This design comes from an exercise in tuning for small area, a short achievable clock period and few clock cycles per item on the open sky130 flow, not from production work. The RTL was checked by simulation tests, not by an equivalence proof against the original design.

$ cat design/flow/run.sh
#!/bin/bash
# synth_recipe.tcl (not shown) runs the flow's synth.tcl, then flattens the netlist and writes it again
# the make line also repeats each setting of config.mk as NAME=value (left out here)
make -C /OpenROAD-flow-scripts/flow DESIGN_CONFIG=/design/flow/config.mk WORK_HOME=/design/flow/orfs CLKGATE_MAP_FILE= SYNTH_SCRIPT=/design/flow/synth_recipe.tcl finish
$ cat design/flow/config.mk
export PLATFORM = sky130hd
export DESIGN_NAME = gcd
export DESIGN_NICKNAME = gcd
export VERILOG_FILES = /design/flow/design.v
export SDC_FILE = /design/flow/constraint.sdc
export NUM_CORES = 4
export LEC_CHECK = 0
export CAP_MARGIN = 20
export CORE_MARGIN = 2
export CORE_UTILIZATION = 40
export SLEW_MARGIN = 20
$ cat design/flow/design.v
`timescale 1ns/1ps
module gcd(opa, opb, start, resetn, clk, result, done);
input wire [31:0] opa;
input wire [31:0] opb;
input wire start, resetn;
input wire clk;
output wire [31:0] result;
output wire done;
reg     [31:0] r;
reg     [31:0] opa_reg;
reg     [31:0] opb_reg;
reg     start_reg;
reg     done_reg;
reg     run_reg;
wire    [31:0] mod_r;
wire    mod_ready;
assign result = opa_reg;
assign done = done_reg;
assign r_is_zero = (r == 0);
assign init = ({start,start_reg,run_reg} == 3'b100);
assign done_sig = run_reg & (r_is_zero | (opb_reg == 0)) & ~init;
assign r_run = run_reg;
mod mod1 (clk,resetn,r_run,opa_reg,opb_reg,mod_r,mod_ready);
always@(*) begin
    r = (mod_ready)?mod_r:32'b1;
end
always @(posedge clk or negedge resetn) begin
    if (~resetn)
        done_reg <= 0;
    else if(init)
        done_reg <= 0;
    else if (done_sig)
        done_reg <= 1;
end
always @(posedge clk or negedge resetn) begin
    if (~resetn)
        start_reg <= 0 ;
    else
        start_reg <= start;
end
always @(posedge clk or negedge resetn) begin
    if (~resetn)
        run_reg <= 0;
    else if (init)
        run_reg <= 1;
    else if (done_sig)
        run_reg <= 0;
end
always @(posedge clk or negedge resetn) begin
    if (~resetn) begin
        opa_reg <= 0;
        opb_reg <= 0;
    end
    else if (init)begin
        opa_reg <= opa;
        opb_reg <= opb;
    end
    else if (run_reg & mod_ready) begin
        opa_reg <= opb_reg;
        opb_reg <= r;
    end
end
endmodule
module mod(clk,resetn,run,A,B,result,ready);
input clk;
input resetn;
input run;
input [31:0] A,B;
output [31:0] result;
output ready;
reg [31:0] A_TEMP;
reg [33:0] B_TEMP;
reg [2:0] state,ns;
reg [33:0] temp;
wire flag1,flag2;
wire [33:0] bl,br,btemp,temptemp,templ,tempr;
wire [31:0] asub,atemp;
parameter s0=3'h0;
parameter s1=3'h1;
parameter s2=3'h2;
parameter s3=3'h3;
parameter s4=3'h4;
parameter s5=3'h5;
assign atemp = A_TEMP;
assign btemp = B_TEMP;
assign temptemp = temp;
assign flag1=(B_TEMP>{2'b0,A_TEMP});
assign flag2=(temp==1);
shl shl1( .a(btemp) , .al(bl) );
shr shr1( .a(btemp) , .ar(br) );
shl shl2( .a(temptemp) , .al(templ) );
shr shr2( .a(temptemp) , .ar(tempr) );
assign asub = A_TEMP - B_TEMP[31:0];
assign result=(state==s5)?A_TEMP:32'b0;
assign ready = (state == s5);
always@(posedge clk or negedge resetn) begin
  if(!resetn)
    state<=s0;
  else 
    state<=ns;
end
always @(posedge clk or negedge resetn) begin
    if (~resetn) begin
        temp<=34'b1;
        A_TEMP<=32'b0;
        B_TEMP<=34'b0;
    end
    else if(state==s1) begin
        temp<=1;
        A_TEMP<=A;
        B_TEMP<={2'b0,B};
    end
    else if(state==s2)
	 begin
	   B_TEMP<=bl;
	   temp<=templ;
    end
   else if(state==s3)
	  begin
       B_TEMP <= br;
		 temp <= tempr;
	  end
   else if(state==s4)
	  begin
	    temp <= tempr;
		 B_TEMP <= br;
	    if(!flag1) A_TEMP <= asub;
	  end
end
always@(*)
  case(state)
     s0 : if(run) 
            ns = s1;
        else 
            ns = s0;
     s1 : if(~run) ns = s0 ;
            else ns = s2;
     s2 : if(~run) 
            ns = s0 ;
          else
          if(flag1)
           ns=s3;
          else 
           ns=s2;
     s3 : if(~run) ns = s0; else ns=s4;
     s4 : if(~run) 
            ns = s0 ;
          else
            if(flag2)
               ns=s5;
            else
               ns=s4;  
     s5 : if (run) ns=s1; else ns = s0;
     default : ns=s0;
  endcase
endmodule
module shl(a,al);
input [33:0] a;
output [33:0] al;
assign al[33:1] = a[32:0];
assign al[0] = 0;
endmodule
module shr(a,ar);
input [33:0] a;
output [33:0] ar;
assign ar[32:0] = a[33:1];
assign ar[33] = 0;
endmodule
$ cat design/flow/constraint.sdc
create_clock -name core_clock -period 4.0 [get_ports {clk}]
set_input_delay 0.8000 -clock core_clock [delete_from_list [all_inputs] [get_ports {clk}]]
set_output_delay 0.8000 -clock core_clock [all_outputs]
set_load 0.01 [all_outputs]
==> flow_metrics.py, run 1 <==
metrics = {
    "synth": {
        "synth_edf_count": 0,
        "synth_cell_types": 67,
        "syn-cell-area_um2": 11660,
        "yosysWarnings": 6,
        "avgSynthCellArea_um2": 7.922,
        "ys.flop_type": "dfrtp_1",
        "syn_nets": 1603,
        "synth_seq_cells": 170,
        "async_flop_share_pct": 100.0,
        "synth_seq_area_share_pct": 36.49,
        "syn_inst": 1472,
    },
    "timing": {
        "setup_violations": 0,
        "fin_skew_ps": 17.31,
        "fmax_mhz": 310.5,
        "relSlewSlack_pct": 36.27,
        "slew_viol_final": 0,
        "tightest_slew_ps": 955.9,
        "post-route-min-period_ps": 3221,
        "fin_hold_ws_ps": 447.9,
        "rsz0062_at_grt": "false",
        "finalCritPeriodShare_pct": 80.52,
        "fin_setup_tns_ps": 0,
        "finalHoldViolCount": 0,
    },
    "critical_path": {
        "worst_ep_required_time_ps": 4290,
        "path_class": "reg2reg",
        "r2r-start": "mod1.B_TEMP[19]",
        "crit_arrival_ps": 3510,
        "cp-end-kind": "flip-flop",
        "startpoint_type": "flip-flop",
        "cp_max_fo": 22,
        "reg2reg_depth": 12,
        "crit_path_start": "mod1.B_TEMP[19]",
    },
    "grt": {
        "antenna_found_initial": 0,
        "grt_start_max_net_pins": 98,
        "grt_pass1_wl_um": 53830,
        "grt_usage_pct": 21.64,
        "grt_overflow": 0,
        "grt_pass1_vias": 10016,
    },
    "final_layout": {
        "nets": 1630,
        "fillCellCount": 2880,
        "seqCellArea_um2": 4262,
        "syn_to_final_growth_pct": 15.94,
        "drive_gt1_share_pct": 5.225,
        "n_antenna_cell": 0,
        "finalNonFillerCells": 1896,
        "largest_registers": "mod1.B_TEMP (34), mod1.temp (34)",
        "multiInputGateArea_um2": 6709,
    },
    "clocking": {
        "tritoncts": "done",
        "htree_levels": 4,
        "cts_resized": 0,
        "numCtsBuffers": 17,
        "cts_root_buf": "clkbuf_16",
        "postCtsHoldBufs": 0,
        "cts.sinks": 170,
        "cts_buffer_depth": 2,
        "clk_pin_slew_ps": 70,
        "clkLatencyLatePin_ps": 440,
        "post_cts_buffers": 0,
    },
    "die": {
        "fp.dieH_um": 174.7,
        "core_um2": 28700,
        "start_util_pct": 40.63,
        "ios": 100,
        "die_area_um2": 30530,
        "die_x_um": 174.7,
        "fp-row-count": 62,
    },
    "place": {
        "dp_hpwl_um": 22650,
        "gp_congestion": 0.8539,
        "io_buffers": 99,
        "dp.cells": 1864,
    },
    "job": {
        "cap_violations": 0,
    },
    "run_status": {
        "run_status": "complete, no violations",
    },
    "drt": {
        "dr.pass1.iters": 5,
        "wl_per_cell_um": 17.40,
        "via_per_inst": 5.621,
        "remaining_drc_errors": 0,
        "drtAntennaViolNets": 0,
        "drt_wl_total_um": 32990,
        "drtIter0Drc": 875,
        "vias": 10658,
    },
    "min_path": {
        "hold_class": "in2async",
    },
}
final timing paths:
kind                       slack (ps)              end
min                               450    mod1.temp[13]
min in group core_clock           520         done_reg
max in group asynchronous        2670    mod1.state[2]
max                               780  mod1.A_TEMP[20]
min reg2reg                       520         done_reg
max reg2reg                       780  mod1.A_TEMP[20]
cells by family (layout without fill, tap and decap cells):
family / after synthesis / in the layout / share of synthesized area, %
buf+inv: 186 / 226 / 6.298
fa+ha+maj: 64 / 64 / 6.931
mux: 36 / 36 / 3.090
simple gates: 519 / 519 / 19.45
flops: 170 / 170 / 36.49
compound gates: 471 / 471 / 25.78
xor+xnor: 26 / 26 / 1.953
layer usage:
| metal | part of all wire (%) | global-route usage [%] | vias up |
|---|---|---|---|
| met1 | 48 | 30.00 | 5191 |
| met2 | 47 | 35.84 | 197 |
| met4 | 1.6 | 5.486 | 0 |
| met5 | 0 | 0 | - |
| li1 | - | - | 5235 |
| met3 | 3.0 | 2.720 | 35 |
critical path: stages (launching register included):
cell and delay, ps:
dfrtp_1 410, inv_1 70, ha_1 400, a21o_1 210, a21o_1 170, a21oi_1 160
o21ai_1 120, a211oi_2 300, a21oi_2 130, nor2_4 500, buf_4 300, a2bb2oi_1 180
o21ai_0 130
layout by cell type (no fill, tap or decap), types with 6 or more instances in the layout:
master           instances
mux2i_1                 36
a21o_1                  36
nor4_1                  25
clkdlybuf4s50_1         98
buf_4                   15
o21ai_0                 88
nor2b_1                 36
a32oi_1                 33
clkbuf_16               17
ha_1                    63
nor3_1                  12
a31oi_1                 76
o21ai_1                 18
inv_1                   74
and3_1                   6
nand2_1                224
nand4_1                 13
xor2_1                  12
nor2_1                 167
xnor2_1                 13
a22o_1                  36
dfrtp_1                166
o22ai_1                  6
nand3_1                 10
a21oi_1                133
final cells by class:
type	instances	area share [%]
multi-input combinational	1116	49.62
sequential	170	31.52
timing repair buffer	119	8.912
tap	384	3.554
clock buffer	19	3.276
inverter	75	2.082
clock inverter	13	1.036
per-stage QoR:
step	setup WS, ps	cell area (um^2)	util, %
final	779.4	13520	47.11
after CTS	801.8	13520	47.11
after floorplan	1517	11660	-
after global routing	594.8	13520	47.11
after detailed placement	909.6	12940	45.07
after global placement	960.2	12940	45.07
cell usage after synthesis, types with 18 or more instances:
cell type  count  area [um^2]
ha_1          63        788.3
o21ai_0       88        440.4
a32oi_1       33        289.0
a21oi_1      133        665.6
inv_1         74        277.8
o21ai_1       18        90.09
nor2b_1       36        225.2
a22o_1        36        315.3
mux2i_1       36        360.4
clkbuf_1      84        315.3
a21o_1        36        270.3
a31oi_1       76        475.5
nor2_1       169        634.4
nor4_1        25        156.4
nand2_1      226        848.3
dfrtp_1      169         4229
Testbench counts, summed over its fixed seeds: cycles 1,113,683, items 8,000.
==> run 2, diff against run 1 <==
==> design/flow/design.v (replaced) <==
`timescale 1ns/1ps
module gcd(opa, opb, start, resetn, clk, result, done);
input wire [31:0] opa;
input wire [31:0] opb;
input wire start, resetn;
input wire clk;
output wire [31:0] result;
output wire done;
reg  [31:0] A, B;
reg  [4:0]  k;
reg         flag;        
reg         rest;        
reg         run_reg;
reg         done_reg;
reg         start_reg;
assign result = B;
assign done   = done_reg;
wire init  = start & ~start_reg & ~run_reg;
wire swapcase = flag | ~B[0];               
wire [31:0] X = swapcase ? 32'd0 : A;
wire [31:0] Y = (swapcase | A[0]) ? B : 32'd0;
wire [31:0] xy_eq;      
wire        xy_gt;
wire        xy_same;
absdiff ad0 (.x(X), .y(Y), .d(xy_eq), .gt(xy_gt), .eq(xy_same));
wire [3:0] xl = X[4:1] ^ Y[4:1];
wire force1 = swapcase & (flag | ~A[0]);
wire [1:0] sh = force1 ? 2'd0 :
                xl[0] ? 2'd0 :
                xl[1] ? 2'd1 :
                xl[2] ? 2'd2 : 2'd3;
reg  [31:0] nA;
always @(*) begin
    case (sh)
        2'd0: nA = {1'b0, xy_eq[31:1]};
        2'd1: nA = {2'b0, xy_eq[31:2]};
        2'd2: nA = {3'b0, xy_eq[31:3]};
        default: nA = {4'b0, xy_eq[31:4]};
    endcase
end
wire swap   = swapcase | ~(xy_gt | xy_same);
wire finish = run_reg & ~rest & ~flag & xy_same;    
wire k1     = (k == 5'd1);
wire kz     = (k == 5'd0);
always @(posedge clk) begin
    if (init)
        A <= opa;
    else
        A <= nA;
end
always @(posedge clk) begin
    if (init)
        B <= opb;
    else if (run_reg & (rest | (finish & ~swapcase & ~kz)))
        B <= {B[30:0], 1'b0};
    else if (run_reg & swap)
        B <= A;
end
always @(posedge clk) begin
    if (init) begin
        k    <= 5'd0;
        flag <= 1'b0;
    end else if (rest | finish) begin
        k    <= k - 5'd1;
    end else begin
        if (flag) k <= k + 5'd1;
        flag <= ~flag & ~A[0] & ~B[0];
    end
end
always @(posedge clk or negedge resetn) begin
    if (~resetn) begin
        run_reg   <= 1'b0;
        done_reg  <= 1'b0;
        start_reg <= 1'b0;
        rest      <= 1'b0;
    end else begin
        start_reg <= start;
        if (init) begin
            run_reg  <= 1'b1;
            done_reg <= 1'b0;
            rest     <= 1'b0;
        end else if (run_reg) begin
            if ((finish & (swapcase | kz | k1)) | (rest & k1)) begin
                run_reg  <= 1'b0;
                done_reg <= 1'b1;
                rest     <= 1'b0;
            end else if (finish) begin
                rest     <= 1'b1;
            end
        end
    end
end
endmodule
module absdiff(x, y, d, gt, eq);
input  [31:0] x, y;
output [31:0] d;
output gt, eq;
wire [31:0] g0 = x & ~y;
wire [31:0] p0 = ~(x ^ y);
wire [31:0] G [0:5];
wire [31:0] P [0:5];
assign G[0] = g0;
assign P[0] = p0;
genvar l, i;
generate
    for (l = 0; l < 5; l = l + 1) begin : lv
        for (i = 0; i < 32; i = i + 1) begin : bt
            if (i & (1 << l)) begin : op
                assign G[l+1][i] = G[l][i] | (P[l][i] & G[l][((i >> l) << l) - 1]);
                assign P[l+1][i] = P[l][i] & P[l][((i >> l) << l) - 1];
            end else begin : pass
                assign G[l+1][i] = G[l][i];
                assign P[l+1][i] = P[l][i];
            end
        end
    end
endgenerate
wire cin = G[5][31];
wire [31:0] c = {G[5][30:0] | (P[5][30:0] & {31{cin}}), cin};
assign d  = p0 ^ c ^ {32{~cin}};
assign gt = cin;
assign eq = P[5][31];
endmodule
--- a/design/flow/config.mk
+++ b/design/flow/config.mk
@@ -8,4 +8,5 @@
 export CAP_MARGIN = 20
 export CORE_MARGIN = 2
 export CORE_UTILIZATION = 40
+export SETUP_SLACK_MARGIN = 1.2
 export SLEW_MARGIN = 20
==> flow_metrics.py, run 2 <==
metrics = {
    "critical_path": {
        "reg2reg_depth": 16,
        "cpMostUsedCell": "a21oi_4",
        "slowest_delay_ps": 450,
        "slowest_stage": "a221o_2",
        "worst_ep_required_time_ps": 4080,
        "startpoint_type": "flip-flop",
        "r2r-start": "B[0]",
        "crit_buf_inv": 4,
        "path_class": "reg2reg",
        "crit_chain": "nor2b_4 > nand2b_4 > buf_6 > nand2_4 > ha_4 > a21oi_4 > o21ai_4 > a221o_2 > a21oi_4 > buf_4 > nand2_8 > buf_8 > o21ai_2 > nand2_1 > nand3_4 > bufbuf_16",
        "crit_path_start": "B[0]",
        "r2r-end": "B[15]",
        "crit_arrival_ps": 3620,
        "reg2reg_setup_slack_ps": 460,
        "cp_top_family": "compound AO/OA/AOI/OAI gates",
        "cp_max_fo": 8,
        "cp-end-kind": "flip-flop",
    },
    "drt": {
        "drtAntennaViolNets": 0,
        "drtIter0Drc": 537,
        "wl_per_cell_um": 22.67,
        "dr.pass1.iters": 5,
        "vias": 7277,
        "via_per_inst": 5.984,
        "remaining_drc_errors": 0,
        "drt_wl_total_um": 27570,
    },
    "die": {
        "die_x_um": 132.4,
        "core_um2": 16000,
        "start_util_pct": 41.22,
        "ios": 100,
        "die_area_um2": 17530,
        "fp-row-count": 46,
        "fp.dieH_um": 132.4,
    },
    "final_layout": {
        "final_cell_mix": "nand2_1 (102), clkdlybuf4s50_1 (99), buf_4 (91)",
        "largest_registers": "A (32), B (32), k (5)",
        "drive_gt1_share_pct": 30.20,
        "nets": 1097,
        "finalNonFillerCells": 1216,
        "layout_commonest_cell": "nand2_1",
        "final_core_util_pct": 63.04,
        "syn_to_final_growth_pct": 52.95,
        "n_antenna_cell": 0,
    },
    "synth": {
        "synth.most_common_cell": "nand2_1",
        "synth_seq_area_share_pct": 27.62,
        "ys.flop_type": "dfxtp_1",
        "avgSynthCellArea_um2": 8.062,
        "syn_inst": 818,
        "ys_top_cells_by_area": "edfxtp_1 (15%), dfxtp_1 (12%), mux2i_1 (6.8%)",
        "synth_cell_types": 78,
        "yosys.area.top_type": "edfxtp_1",
        "yosysWarnings": 2,
        "yosys.area.top_type_share_pct": 14.57,
        "synth_seq_cells": 74,
        "synth_edf_count": 32,
        "async_flop_share_pct": 5.405,
        "yosys-top-cells-count": "nand2_1 (119), a21oi_1 (75), o21ai_0 (58), mux2i_1 (45), nor2_1 (45)",
        "syn-cell-area_um2": 6595,
        "syn_nets": 920,
    },
    "grt": {
        "grt_pass1_vias": 7317,
        "antenna_found_initial": 0,
        "grt_overflow": 0,
        "grt_pass1_wl_um": 42070,
        "grt_start_max_net_pins": 48,
        "grt_usage_pct": 30.88,
    },
    "clocking": {
        "clkLatencyLatePin_ps": 360,
        "tritoncts": "done",
        "htree_levels": 3,
        "cts.sinks": 74,
        "clk_pin_slew_ps": 70,
        "numCtsBuffers": 9,
        "cts_buffer_depth": 2,
        "cts_root_buf": "clkbuf_16",
    },
    "timing": {
        "fin_hold_ws_ps": 536.4,
        "finalCritPeriodShare_pct": 88.39,
        "rsz0062_at_grt": "true",
        "layout_setup_ws_ps": 464.4,
        "slew_viol_final": 0,
        "fmax_mhz": 282.8,
        "finalHoldViolCount": 0,
        "tightest_slew_ps": 1006,
        "fin_skew_ps": 14.20,
        "setup_violations": 0,
        "relSlewSlack_pct": 32.67,
        "post-route-min-period_ps": 3536,
    },
    "job": {
        "cap_violations": 0,
    },
    "place": {
        "dp_slack_ps": -6.180,
        "dp.cells": 1139,
        "dp_hpwl_um": 19440,
        "gp_congestion": 0.9807,
        "io_buffers": 99,
    },
    "min_path": {
        "hold_end": "done_reg",
        "min_from": "done_reg",
        "hold_class": "reg2reg",
        "holdPathStages": 1,
    },
    "run_status": {
        "run_status": "complete, no violations",
    },
}
-- run 2: cell types whose count changed after synthesis, sizes merged, moves of 29 or more --
cell	previous run	this run
dfrtp	169	4
nor2	171	46
nand2	226	121
inv	74	8
a31oi	76	14
a21oi	138	80
clkbuf	84	28
dfxtp	0	38
and2	3	38
a32oi	33	1
edfxtp	0	32
o21ai	107	75
a22o	36	6
nor2b	36	7
-- run 2: area by class of cell --
| cell class | instances | area, um^2 |
|---|---|---|
| flip-flops and latches | 74 | 1823 |
| clock buffers | 11 | 254.0 |
| well taps | 216 | 270.3 |
| multi-input cells | 684 | 5498 |
| fillers | 1401 | 5913 |
| inverters | 8 | 30.03 |
| clock inverters | 5 | 45.04 |
| repair buffers | 218 | 2167 |
-- run 2: worst max path at each step --
stage	end	slack, ps	cells after the start
2_1_floorplan	B[0]	540	17
3_5_place_dp	A[10]	-6	13
5_1_grt	A[25]	390	18
3_3_place_gp	A[10]	-70	13
4_1_cts	A[9]	590	16
6_report	B[15]	460	16
-- run 2: cell families after synthesis --
logic type	Yosys count	synth area share, %
XOR/XNOR	34	4.515
AND/OR/NAND/NOR	284	21.13
flip-flops	74	27.62
adder cells (fa/ha/maj)	35	6.640
multiplexers	46	7.001
AO/OA/AOI/OAI	284	28.67
buffers and inverters	61	4.420
-- run 2: timing repair --
action / in CTS / in global routing
cloned: 4 / 3
resized for setup: 114 / 30
endpoints found under the setup margin: 104 / 104
hold buffers: 0 / 0
buffers inserted: 42 / 12
pin swaps: 46 / 19
-- run 2: worst reg2reg max path: cells and delay by family (launching register included) --
| family | cells | cell delay [ps] |
|---|---|---|
| AO/OA/AOI/OAI | 5 | 1030 |
| buffers and inverters | 4 | 800 |
| adder cells (fa/ha/maj) | 1 | 220 |
| flip-flops | 1 | 360 |
| AND/OR/NAND/NOR | 6 | 870 |
-- run 2: per-stage QoR --
step                instance area [um^2]  setup TNS [ps]
detailed placement                  8482          -6.180
finish                             10090               0
floorplan                           7171               0
CTS                                 9762               0
global placement                    8482          -74.81
global route                       10090               0
-- run 2: metal layers --
| layer | vias up | GRT usage, % | part of all wire (%) |
|---|---|---|---|
| met4 | 0 | 11.59 | 3.6 |
| met3 | 76 | 4.498 | 6.1 |
| met1 | 3495 | 40.55 | 43 |
| met5 | - | 0 | 0 |
| met2 | 314 | 51.44 | 48 |
| li1 | 3392 | - | - |
Testbench counts of run 2, summed over its fixed seeds: cycles 174,482, items 8,000.
==> run 3, diff against run 2 <==
--- a/design/flow/config.mk
+++ b/design/flow/config.mk
@@ -8,5 +8,4 @@
 export CAP_MARGIN = 20
 export CORE_MARGIN = 2
 export CORE_UTILIZATION = 40
-export SETUP_SLACK_MARGIN = 1.2
 export SLEW_MARGIN = 20
==> flow_metrics.py, run 3 <==
metrics = {
    "run_status": {
        "run_status": "complete, no violations",
    },
    "critical_path": {
        "slowest_stage": "ha_2",
        "slowest_delay_ps": 390,
        "cp-end-kind": "flip-flop",
        "path_class": "reg2reg",
        "startpoint_type": "flip-flop",
        "crit_arrival_ps": 3870,
        "crit_chain": "nor2b_1 > nand2b_1 > buf_12 > nand2_1 > ha_2 > and4_1 > and3_1 > buf_4 > nand3_2 > nor3b_4 > a21o_1 > nand3_2 > buf_6 > mux2i_1 > o21ai_0",
        "worst_ep_required_time_ps": 4080,
        "cpMostUsedCell": "nand3_2",
        "cp_max_fo": 19,
        "cp_top_family": "simple AND/OR/NAND/NOR gates",
        "crit_buf_inv": 3,
    },
    "final_layout": {
        "nets": 1044,
        "n_antenna_cell": 0,
        "final_area_um2": 8501,
        "drive_gt1_share_pct": 12.99,
        "final_cell_mix": "nand2_1 (119), clkdlybuf4s50_1 (99), a21oi_1 (75)",
        "layout_commonest_cell": "nand2_1",
        "final_core_util_pct": 53.13,
        "syn_to_final_growth_pct": 28.89,
        "largest_registers": "A (32), B (32), k (5)",
        "fillCellCount": 1593,
    },
    "timing": {
        "fin_setup_tns_ps": 0,
        "finalCritPeriodShare_pct": 94.78,
        "relSlewSlack_pct": 41.77,
        "slew_viol_final": 0,
        "rsz0062_at_grt": "false",
        "fin_skew_ps": 9.441,
        "fmax_mhz": 263.8,
        "post-route-min-period_ps": 3791,
        "finalHoldViolCount": 0,
        "tightest_slew_ps": 870.2,
        "setup_violations": 0,
        "fin_hold_ws_ps": 519.4,
    },
    "drt": {
        "dr.pass1.iters": 5,
        "drtIter0Drc": 548,
        "remaining_drc_errors": 0,
        "vias": 6873,
        "drt_wl_total_um": 23990,
        "via_per_inst": 5.910,
        "wl_per_cell_um": 20.62,
        "drtAntennaViolNets": 0,
    },
    "job": {
        "cap_violations": 0,
    },
    "synth": {
        "ys_top_cells_by_area": "edfxtp_1 (15%), dfxtp_1 (12%), mux2i_1 (6.8%)",
        "synth_edf_count": 32,
        "syn_nets": 920,
        "yosys.area.top_type": "edfxtp_1",
        "syn_inst": 818,
        "async_flop_share_pct": 5.405,
        "syn-cell-area_um2": 6595,
        "yosys.area.top_type_share_pct": 14.57,
        "avgSynthCellArea_um2": 8.062,
        "yosys-top-cells-count": "nand2_1 (119), a21oi_1 (75), o21ai_0 (58), mux2i_1 (45), nor2_1 (45)",
        "synth_seq_cells": 74,
        "synth.most_common_cell": "nand2_1",
        "yosysWarnings": 2,
        "synth_cell_types": 78,
        "ys.flop_type": "dfxtp_1",
        "synth_seq_area_share_pct": 27.62,
    },
    "place": {
        "gp_congestion": 1.004,
        "dp_hpwl_um": 18230,
        "io_buffers": 99,
        "postPlaceCellArea_um2": 8118,
    },
    "clocking": {
        "tritoncts": "done",
        "cts_buffer_depth": 2,
        "numCtsBuffers": 9,
        "cts.sinks": 74,
        "htree_levels": 3,
        "clkLatencyLatePin_ps": 350,
        "clk_pin_slew_ps": 60,
        "postCtsHoldBufs": 0,
        "cts_root_buf": "clkbuf_16",
    },
    "grt": {
        "grtUsageMet1_pct": 38.08,
        "antenna_found_initial": 0,
        "grt_start_max_net_pins": 47,
        "grt_pass1_vias": 6733,
        "met2_usage_pct": 43.35,
        "grt_overflow": 0,
        "top_usage_layer": "met2",
        "gr-usage-met3_pct": 3.768,
        "grt_pass1_wl_um": 37830,
        "grt_usage_pct": 27.23,
    },
    "die": {
        "fp.dieH_um": 132.4,
        "ios": 100,
        "die_area_um2": 17530,
        "start_util_pct": 41.22,
        "die_x_um": 132.4,
        "fp-row-count": 46,
        "core_um2": 16000,
    },
    "min_path": {
        "hold_class": "reg2reg",
    },
}
[run 3: cell count changes in the layout (fill, tap and decap cells not counted), sizes merged]
| cell | previous run | this run |
|---|---|---|
| clkbuf | 14 | 9 |
| bufbuf | 1 | 0 |
| clkinv | 2 | 5 |
| nand2b | 9 | 8 |
| inv | 10 | 8 |
| buf | 115 | 67 |
| bufinv | 0 | 1 |
[run 3: final cells by class]
cell class / count / area, um^2 / area share [%]
multi-input cells: 683 / 4557 / 53.61
clock inverters: 7 / 70.07 / 0.8243
clock buffers: 9 / 225.2 / 2.649
flip-flops and latches: 74 / 1822 / 21.43
inverters: 8 / 30.03 / 0.3533
well taps: 216 / 270.3 / 3.179
repair buffers: 166 / 1526 / 17.96
[run 3: what timing repair did]
action	4_1_cts	5_1_grt
resized for setup	0	13
setup buffers	0	4
setup endpoints to repair	0	52
[run 3: routing by layer]
layer	part of all wire (%)	wire, um
met5	0	0
met4	2.7	654
met3	5.3	1263
met2	45	10830
met1	47	11240
[run 3: cell families after synthesis]
group                      Yosys count  share of synthesized area [%]
AOI/OAI and AO/OA                  284                          28.67
and+or+nand+nor                    284                          21.13
DFF                                 74                          27.62
buffers and inverters               61                          4.420
muxes                               46                          7.001
adders and majority gates           35                          6.640
xor gates and xnor gates            34                          4.515
[run 3: worst paths after layout]
check / start / endpoint / slack [ps] / depth (start not counted)
setup / recovery: B[0] / B[1] / 210 / 15
hold / removal: done_reg / done_reg / 520 / 1
setup reg to reg: B[0] / B[1] / 210 / 15
hold reg to reg: done_reg / done_reg / 520 / 1
max in group asynchronous: resetn / done_reg / 3180 / 1
min in group asynchronous: resetn / run_reg / 650 / 1
[run 3: metrics by stage]
step	worst slack, ps	std cells
global placement	24.80	1143
floorplan	67.65	818
CTS	56.69	1159
finish	208.9	1163
detailed placement	76.54	1143
global route	2.407	1163
[run 3: worst register-to-register path, stage by stage, from the launching register on]
cell      delay [ps]
edfxtp_1         380
nor2b_1          160
nand2b_1         150
buf_12           180
nand2_1           90
ha_2             390
and4_1           260
and3_1           240
buf_4            180
nand3_2          150
nor3b_4          320
a21o_1           230
nand3_2          190
buf_6            260
mux2i_1          240
o21ai_0          100
==> run 4, diff against run 3 <==
--- a/design/flow/design.v
+++ b/design/flow/design.v
@@ -10,21 +10,22 @@
 reg  [4:0]  k;
 reg         flag;        
 reg         rest;        
+reg         sc;          
+reg         ys;          
 reg         run_reg;
 reg         done_reg;
 reg         start_reg;
 assign result = B;
 assign done   = done_reg;
 wire init  = start & ~start_reg & ~run_reg;
-wire swapcase = flag | ~B[0];               
-wire [31:0] X = swapcase ? 32'd0 : A;
-wire [31:0] Y = (swapcase | A[0]) ? B : 32'd0;
-wire [31:0] xy_eq;      
-wire        xy_gt;
-wire        xy_same;
-absdiff ad0 (.x(X), .y(Y), .d(xy_eq), .gt(xy_gt), .eq(xy_same));
+wire [31:0] X = sc ? 32'd0 : A;
+wire [31:0] Y = ys ? B : 32'd0;
+wire [31:0] xy_d;       
+wire        xy_gt;      
+wire        xy_same;    
+absdiff ad0 (.x(X), .y(Y), .d(xy_d), .gt(xy_gt), .eq(xy_same));
 wire [3:0] xl = X[4:1] ^ Y[4:1];
-wire force1 = swapcase & (flag | ~A[0]);
+wire force1 = sc & (flag | ~A[0]);
 wire [1:0] sh = force1 ? 2'd0 :
                 xl[0] ? 2'd0 :
                 xl[1] ? 2'd1 :
@@ -32,16 +33,19 @@
 reg  [31:0] nA;
 always @(*) begin
     case (sh)
-        2'd0: nA = {1'b0, xy_eq[31:1]};
-        2'd1: nA = {2'b0, xy_eq[31:2]};
-        2'd2: nA = {3'b0, xy_eq[31:3]};
-        default: nA = {4'b0, xy_eq[31:4]};
+        2'd0: nA = {1'b0, xy_d[31:1]};
+        2'd1: nA = {2'b0, xy_d[31:2]};
+        2'd2: nA = {3'b0, xy_d[31:3]};
+        default: nA = {4'b0, xy_d[31:4]};
     endcase
 end
-wire swap   = swapcase | ~(xy_gt | xy_same);
+wire nA0 = force1 ? B[1] : (|xl);           
+wire swap   = sc | ~(xy_gt | xy_same);
 wire finish = run_reg & ~rest & ~flag & xy_same;    
 wire k1     = (k == 5'd1);
 wire kz     = (k == 5'd0);
+wire nflag = ~flag & ~A[0] & ~B[0];
+wire nsc   = nflag | (sc & ~A[0]);
 always @(posedge clk) begin
     if (init)
         A <= opa;
@@ -51,7 +55,7 @@
 always @(posedge clk) begin
     if (init)
         B <= opb;
-    else if (run_reg & (rest | (finish & ~swapcase & ~kz)))
+    else if (run_reg & (rest | (finish & ~sc & ~kz)))
         B <= {B[30:0], 1'b0};
     else if (run_reg & swap)
         B <= A;
@@ -60,11 +64,17 @@
     if (init) begin
         k    <= 5'd0;
         flag <= 1'b0;
-    end else if (rest | finish) begin
-        k    <= k - 5'd1;
+        sc   <= ~opb[0];
+        ys   <= ~opb[0] | opa[0];
     end else begin
-        if (flag) k <= k + 5'd1;
-        flag <= ~flag & ~A[0] & ~B[0];
+        if (rest | finish) begin
+            k    <= k - 5'd1;
+        end else begin
+            if (flag) k <= k + 5'd1;
+            flag <= nflag;
+        end
+        sc <= nsc;
+        ys <= nsc | nA0;
     end
 end
 always @(posedge clk or negedge resetn) begin
@@ -80,7 +90,7 @@
             done_reg <= 1'b0;
             rest     <= 1'b0;
         end else if (run_reg) begin
-            if ((finish & (swapcase | kz | k1)) | (rest & k1)) begin
+            if ((finish & (sc | kz | k1)) | (rest & k1)) begin
                 run_reg  <= 1'b0;
                 done_reg <= 1'b1;
                 rest     <= 1'b0;
==> design/flow/flow/run.sh (new file) <==
#!/bin/bash
set -e
export BUFFER_PORTS_ARGS="-buffer_cell sky130_fd_sc_hd__buf_1"
bash standard.sh > standard.log 2>&1
==> design/flow/standard.sh (new file) <==
#!/bin/bash
# synth_recipe.tcl (not shown) runs the flow's synth.tcl, then flattens the netlist and writes it again
# the make line also repeats each setting of config.mk as NAME=value (left out here)
make -C /OpenROAD-flow-scripts/flow DESIGN_CONFIG=/design/flow/config.mk WORK_HOME=/design/flow/orfs CLKGATE_MAP_FILE= SYNTH_SCRIPT=/design/flow/synth_recipe.tcl "${@:-finish}"
removed: design/flow/run.sh
==> flow_metrics.py, run 4 <==
metrics = {
    "die": {
        "fp-row-count": 46,
        "ios": 100,
        "fp.dieH_um": 131.3,
        "die_area_um2": 17230,
        "core_um2": 15890,
        "start_util_pct": 40.79,
        "die_x_um": 131.3,
    },
    "critical_path": {
        "startpoint_type": "flip-flop",
        "cp_max_fo": 32,
        "worst_ep_required_time_ps": 4270,
        "path_class": "reg2reg",
        "crit_arrival_ps": 4110,
        "cp-end-kind": "flip-flop",
    },
    "drt": {
        "dr.pass1.iters": 5,
        "via_per_inst": 5.821,
        "drtIter0Drc": 557,
        "drt_wl_total_um": 21660,
        "remaining_drc_errors": 0,
        "wl_per_cell_um": 18.51,
        "drtAntennaViolNets": 0,
        "vias": 6810,
    },
    "final_layout": {
        "largest_registers": "A (32), B (32), k (5)",
        "layout_commonest_cell": "nand2_1",
        "final_cell_mix": "nand2_1 (125), buf_1 (99), o21ai_0 (73)",
        "nets": 1051,
        "n_antenna_cell": 0,
        "syn_to_final_growth_pct": 21.80,
        "fillCellCount": 1642,
        "final_area_um2": 7893,
        "drive_gt1_share_pct": 11.64,
    },
    "timing": {
        "slew_viol_final": 0,
        "fin_skew_ps": 6.095,
        "setup_violations": 0,
        "tightest_slew_ps": 715.7,
        "layout_setup_ws_ps": 162.7,
        "relSlewSlack_pct": 52.29,
        "fmax_mhz": 260.6,
        "finalHoldViolCount": 0,
        "fin_hold_ws_ps": 270.0,
        "finalCritPeriodShare_pct": 95.93,
        "fin_setup_tns_ps": 0,
        "post-route-min-period_ps": 3837,
    },
    "synth": {
        "yosys.area.top_type_share_pct": 14.83,
        "synth_seq_area_share_pct": 28.73,
        "async_flop_share_pct": 5.263,
        "synth_cell_types": 73,
        "synth_xor_area_share_pct": 4.306,
        "synthMuxAreaShare_pct": 6.970,
        "ys_top_cells_by_area": "edfxtp_1 (15%), dfxtp_1 (12%), nand2_1 (7.2%)",
        "synth_seq_cells": 76,
        "synth.most_common_cell": "nand2_1",
        "syn_inst": 825,
        "syn-cell-area_um2": 6480,
        "ys.flop_type": "dfxtp_1",
        "yosys-top-cells-count": "nand2_1 (125), o21ai_0 (74), a21oi_1 (64), mux2i_1 (44), clkbuf_1 (43)",
        "synth_edf_count": 32,
        "yosysWarnings": 2,
        "synth_compound_area_share_pct": 27.86,
        "synth_top_family_by_area": "compound AO/OA/AOI/OAI gates",
        "avgSynthCellArea_um2": 7.855,
        "yosys.area.top_type": "edfxtp_1",
        "synthSimpleGateAreaFrac_pct": 21.32,
        "syn_nets": 927,
        "synth-adder-area-share_pct": 6.758,
    },
    "job": {
        "cap_violations": 0,
    },
    "clocking": {
        "cts.sinks": 76,
        "cts_root_buf": "clkbuf_16",
        "htree_levels": 3,
        "clk_pin_slew_ps": 60,
        "cts_buffer_depth": 2,
        "clkLatencyLatePin_ps": 350,
        "tritoncts": "done",
        "postCtsHoldBufs": 0,
        "numCtsBuffers": 9,
    },
    "grt": {
        "grt_overflow": 0,
        "grt_start_max_net_pins": 78,
        "grt_pass1_wl_um": 34840,
        "grt_pass1_vias": 6617,
        "grt_usage_pct": 25.01,
        "antenna_found_initial": 0,
    },
    "place": {
        "dp_hpwl_um": 16040,
        "io_buffers": 99,
        "postPlaceCellArea_um2": 7428,
        "dp_slack_ps": 129.5,
        "gp_congestion": 0.9549,
    },
    "run_status": {
        "run_status": "complete, no violations",
    },
    "min_path": {
        "hold_class": "in2async",
    },
}
-- run 4: cell count changes after synthesis, moves of 6 or more --
cell and change:
a21oi_1 -11, and2_1 -32, and4_1 -6, clkbuf_1 +15, nand2_1 +6, nor2b_1 +29
nor3_1 +7, o211ai_1 -6, o21ai_0 +16
-- run 4: timing repair --
action / in CTS / in global routing
resized for setup: 0 / 12
buffers inserted: 0 / 6
endpoints found under the setup margin: 0 / 63
-- run 4: cell families (layout without fill, tap and decap cells) --
| family | after synthesis | after routing |
|---|---|---|
| buffers and inverters | 64 | 193 |
| and+or+nand+nor | 290 | 290 |
| adders and majority gates | 35 | 35 |
| DFF | 76 | 76 |
| xor gates and xnor gates | 31 | 31 |
| muxes | 45 | 45 |
| AOI/OAI and AO/OA | 284 | 284 |
-- run 4: per-stage QoR --
stage / utilization (%) / cells
after floorplan: - / 825
after global placement: 46.76 / 1148
after detailed placement: 46.76 / 1148
after CTS: 48.88 / 1164
after global routing: 49.68 / 1170
final: 49.68 / 1170
-- run 4: layout make-up --
class | count | area (um^2) | share of cell area (%)
clock buffers | 15 | 331.6 | 4.201
clock inverters | 1 | 5.005 | 0.06341
inverters | 10 | 37.54 | 0.4756
multi-input cells | 685 | 4442 | 56.28
flip-flops and latches | 76 | 1862 | 23.59
well taps | 216 | 270.3 | 3.424
repair buffers | 167 | 944.7 | 11.97
-- run 4: worst paths after layout --
kind	startpoint	endpoint	slack (ps)	cells after the start
min reg2reg	done_reg	done_reg	490	2
min in group core_clock	done_reg	done_reg	490	2
max reg2reg	ys	A[14]	160	14
min	resetn	done_reg	270	1
max in group asynchronous	resetn	run_reg	3540	1
max	ys	A[14]	160	14
-- run 4: critical path: stages (launching register included) --
cell      delay (ps)
dfxtp_1          350
buf_12           210
nand2_1           90
ha_1             290
a21o_1           200
a31o_1           240
a221o_1          370
or4_1            570
nand2b_4         140
buf_4            180
mux2i_1          240
xnor2_1          240
o32ai_1          170
mux2_2           280
o21ai_1          170
-- run 4: per-layer routing --
metal	wire length, um	GRT usage, %	share of wire (%)
met5	0	0	0
met3	1324	4.475	6.1
met4	751	10.02	3.5
met2	9301	38.65	43
met1	10290	34.59	47
Testbench counts of run 4, summed over its fixed seeds: cycles 174,482, items 8,000.
==> run 5, diff against run 4 <==
--- a/design/flow/config.mk
+++ b/design/flow/config.mk
@@ -5,6 +5,7 @@
 export SDC_FILE = /design/flow/constraint.sdc
 export NUM_CORES = 4
 export LEC_CHECK = 0
+export ABC_AREA = 1
 export CAP_MARGIN = 20
 export CORE_MARGIN = 2
 export CORE_UTILIZATION = 40
==> flow_metrics.py, run 5 <==
metrics = {
    "clocking": {
        "cts.sinks": 76,
        "numCtsBuffers": 9,
        "postCtsHoldBufs": 0,
        "clk_pin_slew_ps": 60,
        "cts_buffer_depth": 2,
        "post_cts_buffers": 0,
        "htree_levels": 3,
        "tritoncts": "done",
        "clkLatencyLatePin_ps": 350,
        "cts_resized": 0,
        "cts_root_buf": "clkbuf_16",
    },
    "min_path": {
        "hold_class": "in2async",
    },
    "synth": {
        "avgSynthCellArea_um2": 5.819,
        "syn_inst": 1233,
        "ys_top_cells_by_area": "nand2_1 (26%), edfxtp_1 (13%), dfxtp_1 (11%)",
        "yosys.area.top_type_share_pct": 26.11,
        "async_flop_share_pct": 5.263,
        "ys.flop_type": "dfxtp_1",
        "synth_seq_cells": 76,
        "synth.most_common_cell": "nand2_1",
        "synth_cell_types": 42,
        "yosys-top-cells-count": "nand2_1 (499), inv_1 (147), o21ai_0 (89), nand3_1 (88), nor2_1 (74)",
        "syn-cell-area_um2": 7174,
        "yosysWarnings": 2,
        "synth_seq_area_share_pct": 25.95,
        "syn_nets": 1335,
        "synth_edf_count": 32,
        "yosys.area.top_type": "nand2_1",
    },
    "critical_path": {
        "cp_max_fo": 28,
        "r2r-start": "ys",
        "worst_ep_required_time_ps": 4040,
        "cpMostUsedCell": "nor2_2",
        "cp-end-kind": "flip-flop",
        "slowest_stage": "dfxtp_1",
        "startpoint_type": "flip-flop",
        "reg2reg_setup_slack_ps": 370,
        "crit_chain": "buf_12 > nand2_1 > ha_1 > nand2_2 > nor2_2 > nand2_1 > nor2_2 > inv_2 > nor2_2 > nand3_1 > nand2_2 > nand2_4 > nand3_2 > buf_12",
        "crit_arrival_ps": 3670,
        "crit_path_start": "ys",
        "r2r-end": "B[16]",
        "slowest_delay_ps": 530,
        "path_class": "reg2reg",
        "reg2reg_depth": 14,
    },
    "die": {
        "fp-row-count": 48,
        "start_util_pct": 41.19,
        "die_x_um": 137.9,
        "fp.dieH_um": 137.9,
        "core_um2": 17420,
        "ios": 100,
        "die_area_um2": 19020,
    },
    "grt": {
        "antenna_found_initial": 0,
        "grt_overflow": 0,
        "grt_usage_pct": 22.38,
        "grt_start_max_net_pins": 58,
        "grt_pass1_wl_um": 33920,
        "grt_pass1_vias": 7090,
    },
    "drt": {
        "vias": 7808,
        "via_per_inst": 5.054,
        "dr.pass1.iters": 5,
        "drtIter0Drc": 601,
        "drt_wl_total_um": 20960,
        "wl_per_cell_um": 13.56,
        "drtAntennaViolNets": 0,
        "remaining_drc_errors": 0,
    },
    "timing": {
        "finalHoldViolCount": 0,
        "fin_skew_ps": 6.167,
        "post-route-min-period_ps": 3625,
        "slew_viol_final": 0,
        "fin_setup_tns_ps": 0,
        "fin_hold_ws_ps": 267.4,
        "fmax_mhz": 275.9,
        "tightest_slew_ps": 650.9,
        "relSlewSlack_pct": 56.56,
        "rsz0062_at_grt": "false",
        "finalCritPeriodShare_pct": 90.63,
        "setup_violations": 0,
    },
    "job": {
        "cap_violations": 0,
    },
    "place": {
        "dp_hpwl_um": 15700,
        "gp_congestion": 0.8846,
        "io_buffers": 99,
        "dp.cells": 1529,
    },
    "final_layout": {
        "layout_commonest_cell": "nand2_1",
        "finalNonFillerCells": 1545,
        "largest_registers": "A (32), B (32), k (5)",
        "syn_to_final_growth_pct": 12.50,
        "nets": 1417,
        "drive_gt1_share_pct": 5.833,
        "final_cell_mix": "nand2_1 (499), inv_1 (146), buf_1 (99)",
        "n_antenna_cell": 0,
    },
    "run_status": {
        "run_status": "complete, no violations",
    },
}
[run 5: cell count changes in the layout (fill, tap and decap cells not counted), moves of 15 or more]
cell,delta
nor2_1,+34
mux2i_1,-44
inv_1,+136
xnor2_1,-15
nand3_1,+62
nor2b_1,-35
nand2_1,+374
buf_4,-47
o21ai_1,+18
nand2_2,+15
o21ai_0,+16
[run 5: worst max path at each step]
stage	end	slack, ps	cells past startpoint
global route	B[11]	100	15
finish	B[16]	370	14
global placement	B[15]	530	14
detailed placement	B[13]	430	14
floorplan	B[0]	430	15
CTS	B[16]	400	14
[run 5: layer usage]
metal  track usage [%]  wire (um)
met5                 0          0
met4             6.463        367
met3             3.180       1009
met2             37.02       9648
met1             30.36       9930
[run 5: area by class of cell]
class                   count  area (um^2)
clock inverters             6        40.04
inverters                 158        594.3
fillers                  1903         9345
flip-flops and latches     76         1862
clock buffers              10        229.0
multi-input cells         951         4493
repair buffers            119        571.8
well taps                 225        281.5
[run 5: kinds of logic (layout without fill, tap and decap cells)]
family,Yosys count,in the layout,synth area share [%]
xor gates and xnor gates,6,6,0.7325
DFF,76,76,25.95
and+or+nand+nor,712,712,41.11
buffers and inverters,206,293,11.49
AOI/OAI and AO/OA,198,198,14.61
adders and majority gates,35,35,6.104
[run 5: stage by stage]
step | setup WS (ps) | instance area (um^2) | util, %
6_report | 374.9 | 8071 | 46.34
3_5_place_dp | 433.2 | 7802 | 44.80
4_1_cts | 400.1 | 8071 | 46.34
2_1_floorplan | 432.4 | 7174 | -
3_3_place_gp | 529.9 | 7802 | 44.80
5_1_grt | 98.29 | 8071 | 46.34
[run 5: worst max-delay path, delay by kind of cell, from the launching register on]
kind                     cells  cell delay (ps)
buffers and inverters        3              580
adder cells (fa/ha/maj)      1              390
flip-flops                   1              530
AND/OR/NAND/NOR             10             1750
==> run 6, diff against run 5 <==
--- a/design/flow/config.mk
+++ b/design/flow/config.mk
@@ -5,8 +5,8 @@
 export SDC_FILE = /design/flow/constraint.sdc
 export NUM_CORES = 4
 export LEC_CHECK = 0
-export ABC_AREA = 1
 export CAP_MARGIN = 20
 export CORE_MARGIN = 2
 export CORE_UTILIZATION = 40
+export GPL_TIMING_DRIVEN = 0
 export SLEW_MARGIN = 20
==> flow_metrics.py, run 6 <==
metrics = {
    "final_layout": {
        "layout_commonest_cell": "nand2_1",
        "fillCellCount": 1638,
        "nets": 1045,
        "seqCellArea_um2": 1869,
        "final_cell_mix": "nand2_1 (124), buf_1 (99), o21ai_0 (68)",
        "drive_gt1_share_pct": 12.45,
        "largest_registers": "A (32), B (32), k (5)",
        "multiInputGateArea_um2": 4657,
        "syn_to_final_growth_pct": 22.11,
        "n_antenna_cell": 0,
        "finalNonFillerCells": 1164,
    },
    "die": {
        "die_x_um": 131.3,
        "start_util_pct": 40.79,
        "ios": 100,
        "die_area_um2": 17230,
        "fp.dieH_um": 131.3,
        "core_um2": 15890,
        "fp-row-count": 46,
    },
    "critical_path": {
        "worst_ep_required_time_ps": 4240,
        "crit_arrival_ps": 4180,
        "crit_path_start": "sc",
        "cp_max_fo": 10,
        "path_class": "reg2reg",
        "r2r-start": "sc",
        "startpoint_type": "flip-flop",
        "cp-end-kind": "flip-flop",
    },
    "place": {
        "dp_slack_ps": -1540,
        "dp_hpwl_um": 17610,
        "dp.cells": 1141,
        "io_buffers": 99,
        "gp_congestion": 0.9651,
    },
    "timing": {
        "post-route-min-period_ps": 3940,
        "rsz0062_at_grt": "true",
        "fmax_mhz": 253.8,
        "layout_setup_ws_ps": 60.05,
        "relSlewSlack_pct": 35.63,
        "fin_skew_ps": 12.36,
        "finalHoldViolCount": 0,
        "finalCritPeriodShare_pct": 98.50,
        "fin_setup_tns_ps": 0,
        "tightest_slew_ps": 963.5,
        "slew_viol_final": 0,
        "setup_violations": 0,
    },
    "synth": {
        "ys.flop_type": "dfxtp_1",
        "yosysWarnings": 2,
        "synth_cell_types": 73,
        "syn_inst": 825,
        "ys_top_cells_by_area": "edfxtp_1 (15%), dfxtp_1 (12%), nand2_1 (7.2%)",
        "syn-cell-area_um2": 6480,
        "avgSynthCellArea_um2": 7.855,
        "synth_edf_count": 32,
        "synth_seq_area_share_pct": 28.73,
        "synth_seq_cells": 76,
        "yosys.area.top_type_share_pct": 14.83,
        "yosys-top-cells-count": "nand2_1 (125), o21ai_0 (74), a21oi_1 (64), mux2i_1 (44), clkbuf_1 (43)",
        "async_flop_share_pct": 5.263,
        "synth.most_common_cell": "nand2_1",
        "syn_nets": 927,
        "yosys.area.top_type": "edfxtp_1",
    },
    "job": {
        "cap_violations": 0,
    },
    "clocking": {
        "cts_root_buf": "clkbuf_16",
        "clkLatencyLatePin_ps": 360,
        "numCtsBuffers": 9,
        "cts.sinks": 76,
        "tritoncts": "done",
        "cts_buffer_depth": 2,
        "postCtsHoldBufs": 0,
        "htree_levels": 3,
        "clk_pin_slew_ps": 60,
    },
    "drt": {
        "remaining_drc_errors": 0,
        "drtAntennaViolNets": 0,
        "drt_wl_total_um": 24210,
        "via_per_inst": 6.043,
        "vias": 7034,
        "wl_per_cell_um": 20.80,
        "drtIter0Drc": 858,
        "dr.pass1.iters": 5,
    },
    "grt": {
        "grt_pass1_wl_um": 36740,
        "antenna_found_initial": 0,
        "grt_overflow": 0,
        "gr-usage-met3_pct": 4.784,
        "met2_usage_pct": 42.25,
        "grt_start_max_net_pins": 20,
        "grt_usage_pct": 27.03,
        "top_usage_layer": "met2",
        "grtUsageMet1_pct": 38.32,
        "grt_pass1_vias": 6502,
    },
    "min_path": {
        "hold_class": "in2async",
    },
    "run_status": {
        "run_status": "complete, no violations",
    },
}
## run 6: cell types whose count changed after synthesis, sizes merged, moves of 32 or more
cell / change
nand3: -63
mux2i: +44
nor2: -39
o21ai: -32
nor2b: +36
nand2: -392
inv: -148
## run 6: timing repair
| item | CTS | global route |
|---|---|---|
| gates resized for setup | 54 | 41 |
| endpoints found under the setup margin | 102 | 90 |
| pin swaps | 12 | 16 |
| setup buffers | 9 | 6 |
## run 6: cells by family after synthesis
| group | Yosys count | share of synthesized area (%) |
|---|---|---|
| simple gates | 290 | 21.32 |
| fa+ha+maj | 35 | 6.758 |
| buf+inv | 64 | 4.055 |
| flops | 76 | 28.73 |
| mux | 45 | 6.970 |
| xor+xnor | 31 | 4.306 |
| compound gates | 284 | 27.86 |
## run 6: final cells by class
cell class / instances / share of cell area (%)
tap: 216 / 3.416
inverter: 10 / 0.4744
clock inverter: 5 / 0.4586
clock buffer: 11 / 3.068
buffer: 46 / 3.479
sequential: 76 / 23.62
timing repair buffer: 115 / 6.626
multi-input combinational: 685 / 58.86
## run 6: metal layers
layer  up-vias  part of all wire [%]
met5         -                     0
met4         0                   2.2
met3        47                   8.2
met2       354                    45
met1      3338                    45
li1       3295                     -
## run 6: worst paths after layout
path	slack, ps	end	cells past startpoint
worst max-delay path	60	A[13]	14
worst min-delay path	260	done_reg	1
worst max register to register	60	A[13]	14
worst min register to register	480	done_reg	2
max in group asynchronous	3550	start_reg	1
min in group core_clock	480	done_reg	2
## run 6: per-stage QoR
step / instance area (um^2) / hold slack, ps / util (%)
after floorplan: 6499 / 478.1 / -
after global placement: 7141 / 462.3 / 44.95
after detailed placement: 7168 / 468.7 / 45.12
after CTS: 7727 / 266.9 / 48.65
after global routing: 7913 / 289.7 / 49.81
final: 7913 / 264.2 / 49.81
## run 6: worst max-delay path, cell delays in order, from the launching register on
cell and delay (ps):
dfxtp_4 380, clkbuf_16 180, nor2b_4 130, ha_4 230
a21o_1 200, a31o_4 280, a221o_1 370, or4_4 500
nor2b_1 160, buf_6 170, or3_1 400, and3_4 220
or2_1 240, a2bb2oi_1 140, a22o_1 230
==> run 7, diff against run 6 <==
==> design/flow/config.mk (replaced) <==
export PLATFORM = sky130hd
export DESIGN_NAME = gcd
export DESIGN_NICKNAME = gcd
export VERILOG_FILES = /design/flow/design.v
export SDC_FILE = /design/flow/constraint.sdc
export NUM_CORES = 4
export LEC_CHECK = 0
export ABC_AREA = 1
export CAP_MARGIN = 20
export CORE_MARGIN = 2
export CORE_UTILIZATION = 60
export SLEW_MARGIN = 20
==> flow_metrics.py, run 7 <==
metrics = {
    "timing": {
        "post-route-min-period_ps": 3635,
        "fin_setup_tns_ps": 0,
        "rsz0062_at_grt": "false",
        "fmax_mhz": 275.1,
        "fin_skew_ps": 4.464,
        "setup_violations": 0,
        "relSlewSlack_pct": 38.66,
        "finalCritPeriodShare_pct": 90.89,
        "slew_viol_final": 0,
        "tightest_slew_ps": 917.5,
        "finalHoldViolCount": 0,
    },
    "synth": {
        "synthMuxAreaShare_pct": 0,
        "synth_xor_area_share_pct": 0.7325,
        "async_flop_share_pct": 5.263,
        "synth.most_common_cell": "nand2_1",
        "syn_inst": 1233,
        "ys_top_cells_by_area": "nand2_1 (26%), edfxtp_1 (13%), dfxtp_1 (11%)",
        "avgSynthCellArea_um2": 5.819,
        "synth_top_family_by_area": "simple AND/OR/NAND/NOR gates",
        "synth_seq_cells": 76,
        "synth_compound_area_share_pct": 14.61,
        "ys.flop_type": "dfxtp_1",
        "yosys.area.top_type": "nand2_1",
        "syn_nets": 1335,
        "syn-cell-area_um2": 7174,
        "yosys-top-cells-count": "nand2_1 (499), inv_1 (147), o21ai_0 (89), nand3_1 (88), nor2_1 (74)",
        "synth_edf_count": 32,
        "synth_seq_area_share_pct": 25.95,
        "synth_cell_types": 42,
        "synth-adder-area-share_pct": 6.104,
        "yosysWarnings": 2,
        "synthSimpleGateAreaFrac_pct": 41.11,
        "yosys.area.top_type_share_pct": 26.11,
    },
    "final_layout": {
        "final_area_um2": 7980,
        "syn_to_final_growth_pct": 11.23,
        "fillCellCount": 1082,
        "finalNonFillerCells": 1462,
        "final_cell_mix": "nand2_1 (499), inv_1 (146), buf_1 (99)",
        "largest_registers": "A (32), B (32), k (5)",
        "nets": 1415,
        "layout_commonest_cell": "nand2_1",
        "drive_gt1_share_pct": 5.615,
    },
    "drt": {
        "drt_wl_total_um": 19800,
        "drtIter0Drc": 618,
        "remaining_drc_errors": 0,
        "via_per_inst": 5.451,
        "vias": 7969,
        "drtAntennaViolNets": 0,
        "dr.pass1.iters": 5,
        "wl_per_cell_um": 13.54,
    },
    "critical_path": {
        "startpoint_type": "flip-flop",
        "cp_max_fo": 55,
        "path_class": "reg2reg",
        "worst_ep_required_time_ps": 4030,
        "cp-end-kind": "flip-flop",
        "crit_arrival_ps": 3660,
    },
    "clocking": {
        "cts_resized": 0,
        "post_cts_buffers": 0,
        "clkLatencyLatePin_ps": 350,
        "postCtsHoldBufs": 0,
        "clk_pin_slew_ps": 60,
        "numCtsBuffers": 9,
        "tritoncts": "done",
        "htree_levels": 3,
        "cts_root_buf": "clkbuf_16",
        "cts_buffer_depth": 2,
        "cts.sinks": 76,
    },
    "die": {
        "start_util_pct": 62.04,
        "die_area_um2": 12850,
        "ios": 100,
        "core_um2": 11560,
        "fp-row-count": 39,
        "die_x_um": 113.4,
        "fp.dieH_um": 113.4,
    },
    "min_path": {
        "hold_class": "in2async",
    },
    "grt": {
        "grt_start_max_net_pins": 104,
        "antenna_found_initial": 0,
        "grt_overflow": 0,
        "grt_pass1_wl_um": 33490,
        "grt_usage_pct": 31.77,
        "grt_pass1_vias": 7184,
    },
    "job": {
        "cap_violations": 0,
    },
    "place": {
        "postPlaceCellArea_um2": 7645,
        "dp.cells": 1445,
        "io_buffers": 99,
        "gp_congestion": 0.9252,
        "dp_hpwl_um": 14460,
    },
    "run_status": {
        "run_status": "complete, no violations",
    },
}
## run 7: changes by cell type after synthesis, sizes merged, moves of 10 or more
| cell | change |
|---|---|
| a21o | -13 |
| a31oi | -14 |
| clkbuf | -10 |
| inv | +148 |
| mux2i | -44 |
| nand2 | +392 |
| nand3 | +63 |
| nor2 | +39 |
| nor2b | -36 |
| o21ai | +32 |
| o221ai | -11 |
| o22ai | -13 |
| xnor2 | -19 |
## run 7: cell type report
cell class,instances,area [um^2],share of cell area [%]
Timing Repair Buffer,117,523.0,6.554
Antenna cell,1,2.502,0.03136
Sequential cell,76,1862,23.33
Clock inverter,2,37.54,0.4704
Clock buffer,14,295.3,3.700
Inverter,158,593.1,7.432
Tap cell,143,178.9,2.242
Multi-Input combinational cell,951,4488,56.24
## run 7: critical path, stage by stage, from the launching register on
cell     delay [ps]
dfxtp_1         330
buf_4           260
nor2_1           90
ha_1            360
nand2_1         100
inv_1            70
nand2_1          70
nand2_1          70
a21oi_1         340
nand2_2         380
nand2_4         210
nand2_8         240
o21ai_0         240
nand2_1          70
nand3_1          90
buf_4           350
## run 7: path summary, 6_finish.rpt
check,from,to,slack [ps],depth (start not counted)
worst max-delay path,sc,B[15],360,15
max in group asynchronous,resetn,rest,3540,1
min in group core_clock,done_reg,done_reg,490,2
worst min-delay path,resetn,start_reg,270,1
worst min register to register,done_reg,done_reg,490,2
worst max register to register,sc,B[15],360,15
## run 7: cell families after synthesis
| group | after synthesis |
|---|---|
| fa+ha+maj | 35 |
| buf+inv | 206 |
| simple gates | 712 |
| flops | 76 |
| xor+xnor | 6 |
| compound gates | 198 |
## run 7: metrics by stage
step,util [%],setup WS [ps],hold slack [ps]
6_report,69.00,364.5,271.8
5_1_grt,68.98,83.57,292.2
4_1_cts,68.98,420.9,273.0
3_5_place_dp,66.10,425.8,473.9
3_3_place_gp,66.01,517.2,466.2
2_1_floorplan,-,432.4,456.4
## run 7: layer usage
layer	part of all wire, %	track usage (%)	routed length (um)
met1	44	42.29	8720
met2	46	51.62	9105
met3	7.0	3.910	1394
met4	2.9	14.55	576
met5	0	0	0
==> run 8, diff against run 7 <==
--- a/design/flow/config.mk
+++ b/design/flow/config.mk
@@ -8,5 +8,5 @@
 export ABC_AREA = 1
 export CAP_MARGIN = 20
 export CORE_MARGIN = 2
-export CORE_UTILIZATION = 60
+export CORE_UTILIZATION = 75
 export SLEW_MARGIN = 20
==> flow_metrics.py, run 8 <==
metrics = {
    "min_path": {
        "hold_class": "in2async",
    },
    "die": {
        "start_util_pct": 77.64,
        "ios": 100,
        "fp.dieH_um": 101.8,
        "die_area_um2": 10360,
        "core_um2": 9240,
        "die_x_um": 101.8,
        "fp-row-count": 35,
    },
    "drt": {
        "drt_wl_total_um": 18980,
        "drtAntennaViolNets": 0,
        "vias": 8061,
        "via_per_inst": 5.586,
        "dr.pass1.iters": 5,
        "remaining_drc_errors": 0,
        "drtIter0Drc": 603,
        "wl_per_cell_um": 13.15,
    },
    "place": {
        "dp_hpwl_um": 13690,
        "io_buffers": 99,
        "postPlaceCellArea_um2": 7581,
        "dp.cells": 1427,
        "gp_congestion": 0.9587,
    },
    "run_status": {
        "run_status": "complete, no violations",
    },
    "timing": {
        "finalCritPeriodShare_pct": 90.49,
        "post-route-min-period_ps": 3620,
        "slew_viol_final": 0,
        "relSlewSlack_pct": 21.63,
        "fin_skew_ps": 13.04,
        "fin_hold_ws_ps": 245.0,
        "fin_setup_tns_ps": 0,
        "setup_violations": 0,
        "rsz0062_at_grt": "false",
        "tightest_slew_ps": 1174,
        "finalHoldViolCount": 0,
        "fmax_mhz": 276.3,
    },
    "synth": {
        "ys.flop_type": "dfxtp_1",
        "yosys-top-cells-count": "nand2_1 (499), inv_1 (147), o21ai_0 (89), nand3_1 (88), nor2_1 (74)",
        "synth_seq_cells": 76,
        "yosys.area.top_type_share_pct": 26.11,
        "yosysWarnings": 2,
        "synth_cell_types": 42,
        "synth_edf_count": 32,
        "syn_inst": 1233,
        "async_flop_share_pct": 5.263,
        "avgSynthCellArea_um2": 5.819,
        "ys_top_cells_by_area": "nand2_1 (26%), edfxtp_1 (13%), dfxtp_1 (11%)",
        "syn-cell-area_um2": 7174,
        "syn_nets": 1335,
        "synth.most_common_cell": "nand2_1",
        "synth_seq_area_share_pct": 25.95,
        "yosys.area.top_type": "nand2_1",
    },
    "grt": {
        "grt_usage_pct": 37.32,
        "grt_start_max_net_pins": 61,
        "grt_pass1_vias": 7314,
        "grt_pass1_wl_um": 31550,
        "grt_overflow": 0,
        "antenna_found_initial": 0,
    },
    "final_layout": {
        "final_area_um2": 7769,
        "fillCellCount": 653,
        "finalNonFillerCells": 1443,
        "drive_gt1_share_pct": 5.403,
        "final_core_util_pct": 84.08,
        "layout_commonest_cell": "nand2_1",
        "syn_to_final_growth_pct": 8.284,
        "largest_registers": "A (32), B (32), k (5)",
        "n_antenna_cell": 0,
        "final_cell_mix": "nand2_1 (499), inv_1 (146), buf_1 (99)",
        "nets": 1411,
    },
    "clocking": {
        "clk_pin_slew_ps": 90,
        "cts_buffer_depth": 2,
        "numCtsBuffers": 9,
        "post_cts_buffers": 0,
        "postCtsHoldBufs": 0,
        "cts_root_buf": "clkbuf_8",
        "htree_levels": 3,
        "cts.sinks": 76,
        "tritoncts": "done",
        "cts_resized": 0,
        "clkLatencyLatePin_ps": 360,
    },
    "critical_path": {
        "crit_path_start": "sc",
        "cp_max_fo": 24,
        "crit_arrival_ps": 3870,
        "cp-end-kind": "flip-flop",
        "r2r-start": "sc",
        "path_class": "reg2reg",
        "startpoint_type": "flip-flop",
        "worst_ep_required_time_ps": 4250,
    },
    "job": {
        "cap_violations": 0,
    },
}
==> run 8: final timing paths <==
kind / end / slack, ps / depth (start not counted)
worst max-delay path: A[16] / 380 / 17
worst min-delay path: start_reg / 250 / 1
worst max register to register: A[16] / 380 / 17
worst min register to register: flag / 490 / 2
max in group asynchronous: run_reg / 3570 / 1
min in group core_clock: flag / 490 / 2
==> run 8: layout make-up <==
type | instances | area (um^2) | area share, %
clock inverters | 7 | 63.81 | 0.8214
well taps | 129 | 161.4 | 2.078
repair buffers | 113 | 476.7 | 6.136
multi-input cells | 951 | 4488 | 57.77
clock buffers | 9 | 123.9 | 1.594
inverters | 158 | 593.1 | 7.634
flip-flops and latches | 76 | 1862 | 23.97
==> run 8: routing by layer <==
| layer | share of wire (%) | vias to the layer above | track usage (%) |
|---|---|---|---|
| met1 | 41 | 3506 | 47.82 |
| met3 | 9.6 | 63 | 6.349 |
| met2 | 46 | 425 | 61.74 |
| li1 | - | 4067 | - |
| met4 | 3.0 | 0 | 16.53 |
| met5 | 0 | - | 0 |
==> run 8: logic make-up after synthesis <==
group | after synthesis | synth area share, %
AO/OA/AOI/OAI | 198 | 14.61
XOR/XNOR | 6 | 0.7325
adder cells (fa/ha/maj) | 35 | 6.104
buffers and inverters | 206 | 11.49
flip-flops | 76 | 25.95
AND/OR/NAND/NOR | 712 | 41.11
==> run 8: critical path, cell delays in order (launching register included) <==
cell	delay [ps]
dfxtp_1	340
buf_4	240
nor2_1	90
ha_1	370
nand2_1	100
nand2_1	70
nand2_1	60
nand2_1	70
a21oi_1	270
nand2_2	330
a21oi_4	660
o21ai_0	260
nand3_1	150
nand2_1	110
nand2_1	70
nand2_1	50
o21ai_1	180
nand2_1	60
==> run 8: through the flow <==
stage	worst slack, ps
2_1_floorplan	432.4
3_3_place_gp	642.5
3_5_place_dp	525.4
4_1_cts	488.9
5_1_grt	94.50
6_report	380.2

-- separate check: timing with driven ports --
No port has a modelled driver above. Below, the same layouts with a new extraction and two added sets of constraints.
Step 1 assumes that a clkbuf_16 drives the clock port and a buf_2 every other input.
Step 2 times the ports against the registers' clock, not the clock port: input delays grow and output delays shrink by t, the midpoint of the rising clock arrivals with the driver on.
a / b / c = ideal ports / drivers / drivers and shift; a / b = the first two.
run	t (ns)	setup slack, ns	worst setup path after step 2
run 1	0.481	0.779 / 0.779 / 0.779	register to register
run 2	0.398	0.464 / 0.464 / 0.464	register to register
run 3	0.388	0.209 / 0.209 / 0.209	register to register
run 4	0.391	0.163 / 0.163 / 0.163	register to register
run 5	0.385	0.375 / 0.375 / 0.375	register to register
run 6	0.394	0.060 / 0.060 / 0.060	register to register
run 7	0.388	0.365 / 0.364 / 0.364	register to register
run 8	0.396	0.380 / 0.380 / 0.380	register to register
After both steps every run listed still meets setup and hold. For run 7, which loses most, drivers alone change the setup slack by -0.001 ns; drivers and shift together by -0.001 ns.
